Background: an optimization exercise with open tools, aiming at small area and a short achievable clock period. Do not read the settings as production practice. No driver is modelled on the clock port, so clock power and skew are understated where the tree is cut down; a real chip needs a root buffer or a tree. No activity file was given, so power comes from the tool's default toggle rates.

== rev 12 ==
// edge_detection_top
module edge_detection_top #(
    parameter IMAGE_WIDTH = 128
)(
    input  wire        clk,
    input  wire        reset,
    input  wire [7:0]  image_data,
    input  wire        data_valid,
    output wire [7:0]  edge_output,
    output wire        edge_valid
);
==> module sobel_core, before the edit <==
module sobel_core (
    input  wire        clk,
    input  wire        reset,
    input  wire [23:0] column,         
    input  wire [9:0]  column_ab,      
    input  wire        column_valid,
    input  wire        column_window,
    output reg  [7:0]  edge_magnitude,
    output reg         magnitude_valid
);
    wire [7:0] c = column[23:16];
    wire [7:0] a = column[7:0];
    reg        [9:0] u1;
    reg signed [8:0] d1;
    reg              v1, w1;
    always @(posedge clk) begin
        u1 <= column_ab + {2'b00, c};
        d1 <= $signed({1'b0, c}) - $signed({1'b0, a});
    end
    reg        [9:0]  uh0, uh1;    
    reg signed [8:0]  dh0;         
    reg signed [10:0] eh0;         
    reg signed [10:0] gx2, gy2;
    reg               w2;
    always @(posedge clk) begin
        if (v1) begin
            uh0 <= u1;  uh1 <= uh0;
            dh0 <= d1;  eh0 <= (d1 <<< 1) + dh0;
        end
        gx2 <= $signed({1'b0, u1}) - $signed({1'b0, uh1});
        gy2 <= d1 + eh0;
    end
    wire [10:0] gx_neg = -gx2;
    wire [10:0] gy_neg = -gy2;
    wire [9:0]  ax = gx2[10] ? gx_neg[9:0] : gx2[9:0];
    wire [9:0]  ay = gy2[10] ? gy_neg[9:0] : gy2[9:0];
    reg  [7:0]  ax3, ay3;
    reg         bx3, by3;
    reg         w3;
    always @(posedge clk) begin
        ax3 <= ax[7:0];
        ay3 <= ay[7:0];
        bx3 <= ax[9:8] != 2'd0;
        by3 <= ay[9:8] != 2'd0;
    end
    wire [8:0]  sum = {1'b0, ax3} + {1'b0, ay3};
    always @(posedge clk)
        edge_magnitude <= sum[7:0] | {8{bx3 | by3 | sum[8]}};
    always @(posedge clk or posedge reset) begin
        if (reset) begin
            v1 <= 1'b0; w1 <= 1'b0; w2 <= 1'b0; w3 <= 1'b0;
        end else begin
            v1 <= column_valid;
            w1 <= column_window;
            w2 <= w1;
            w3 <= w2;
        end
    end
    always @(posedge clk)
        magnitude_valid <= w3;
endmodule
export LEC_CHECK = 0
export CAP_MARGIN = 35
export CORE_MARGIN = 2
export CORE_UTILIZATION = 65
export CTS_CLUSTER_DIAMETER = 100
export CTS_CLUSTER_SIZE = 30
export SETUP_SLACK_MARGIN = 5
export SLEW_MARGIN = 30
create_clock -name core_clock -period 7.5 [get_ports {clk}]
standard.sh (not shown) runs the stock make flow with config.mk's settings and CLKGATE_MAP_FILE= SYNTH_SCRIPT=/design/flow/synth_recipe.tcl, a recipe that flattens the netlist after the stock synthesis.
==> flow/flow/run.sh <==
#!/bin/bash
# The standard layout, except for the clock tree: CTS builds the leaf
# clusters without dummy loads, then flow/post_cts.tcl drives the leaves from
# four inverting roots on the clock port and makes the leaves inverting
# buffers (two levels instead of three). Ports are buffered with buf_2.
# make's output goes to make.log here; each ORFS step keeps its own log under
# orfs/logs.
set -euo pipefail
HERE=$(cd "$(dirname "${BASH_SOURCE[0]}")" && pwd)
export CTS_ARGS="-sink_clustering_enable -repair_clock_nets -dont_use_dummy_load -sink_clustering_size 22 -sink_clustering_max_diameter 60"
export BUFFER_PORTS_ARGS="-buffer_cell sky130_fd_sc_hd__buf_2"
export POST_CTS_TCL="$HERE/post_cts.tcl"
bash standard.sh > make.log 2>&1
Other scripts of this flow, unchanged in this note and not shown: flow/flow/post_cts.tcl, flow/flow/retree.tcl
Rev 12: done, clean on timing, DRC and antenna
Edits applied to the flow inputs when going from rev 12 to rev 13:
--- a/flow/design.v
+++ b/flow/design.v
@@ -70,34 +70,33 @@
     end
     reg        [9:0]  uh0, uh1;    
     reg signed [8:0]  dh0;         
     reg signed [10:0] eh0;         
-    reg signed [10:0] gx2, gy2;
+    wire signed [10:0] gx = $signed({1'b0, u1}) - $signed({1'b0, uh1});
+    wire signed [10:0] gy = d1 + eh0;
+    reg        [9:0]  ox2, oy2;
+    reg               sx2, sy2;
     reg               w2;
     always @(posedge clk) begin
         if (v1) begin
             uh0 <= u1;  uh1 <= uh0;
             dh0 <= d1;  eh0 <= (d1 <<< 1) + dh0;
         end
-        gx2 <= $signed({1'b0, u1}) - $signed({1'b0, uh1});
-        gy2 <= d1 + eh0;
+        ox2 <= gx[9:0] ^ {10{gx[10]}};
+        oy2 <= gy[9:0] ^ {10{gy[10]}};
+        sx2 <= gx[10];
+        sy2 <= gy[10];
     end
-    wire [10:0] gx_neg = -gx2;
-    wire [10:0] gy_neg = -gy2;
-    wire [9:0]  ax = gx2[10] ? gx_neg[9:0] : gx2[9:0];
-    wire [9:0]  ay = gy2[10] ? gy_neg[9:0] : gy2[9:0];
-    reg  [7:0]  ax3, ay3;
-    reg         bx3, by3;
+    wire [10:0] sum = {1'b0, ox2} + {1'b0, oy2} + {10'd0, sx2} + {10'd0, sy2};
+    reg  [7:0]  s3;
+    reg         big3;
     reg         w3;
     always @(posedge clk) begin
-        ax3 <= ax[7:0];
-        ay3 <= ay[7:0];
-        bx3 <= ax[9:8] != 2'd0;
-        by3 <= ay[9:8] != 2'd0;
+        s3   <= sum[7:0];
+        big3 <= sum[10:8] != 3'd0;
     end
-    wire [8:0]  sum = {1'b0, ax3} + {1'b0, ay3};
     always @(posedge clk)
-        edge_magnitude <= sum[7:0] | {8{bx3 | by3 | sum[8]}};
+        edge_magnitude <= s3 | {8{big3}};
     always @(posedge clk or posedge reset) begin
         if (reset) begin
             v1 <= 1'b0; w1 <= 1'b0; w2 <= 1'b0; w3 <= 1'b0;
         end else begin
[summary]
Rev 13 ended up with a higher final critical delay including setup and external delays than rev 12 did.
| number of global-route vias before repair | higher: rev 13 |
sobel_core_inst.edge_magnitude[0]$_DFF_P_ as the startpoint of the worst setup timing path was reported by rev 12, and sobel_core_inst.eh0[0]$_DFFE_PP_ by rev 13.
On floorplan die width, rev 12 and rev 13 are neck and neck.
Per the comparison of rev 13 with rev 12, share of the yosys chip area belonging to registers flat, average instance area after synthesis went up, overall global routing resource usage closely matched the old numbers, compound-gate portion of the synthesized area went down 0.15 points, aggregate routed wire length did not really move.
Summary of rev 13 over rev 12: number of nets in the layout comparable, overall power now larger, global-route track usage on met1 now larger.
The share of the cycle needed by the critical path after routing of rev 13 is higher than that of rev 12.
Global-route wire length before repair (rev 13 over rev 12): increase, about 0.38%
No run of this note included a check of the RTL's function; only the layout flow was run. In every run of this note, the design's own scripts or RTL, not TritonCTS, make the clock network.

-- port drivers added, routing unchanged --
How much do the figures lean on ideal ports? The routed layouts below were timed once more, with nothing changed but the port constraints.
Step 1, drivers: a clkbuf_16 drives clk and a buf_2 each remaining input, both assumed.
Step 2 adds t to the input delays and takes it off the output delays; t is the mean of the earliest and latest rising clock arrival at the registers after step 1. Input paths then give back, and output paths get back, about the clock's delay inside the block.
Slacks: ideal ports / drivers / drivers and shift; pairs: ideal ports / drivers.
run	t (ns)	setup slack, ns	worst setup path at the end	slew at the worst register clock pin (ns)	worst slew at a driven data input, ns
rev 12	0.555	5.215 / 4.975 / 5.257	register to register	0.12 / 0.12	0.04
rev 13	0.558	5.097 / 4.924 / 5.097	register to register	0.12 / 0.12	0.04
After both steps every run listed still meets setup and hold.
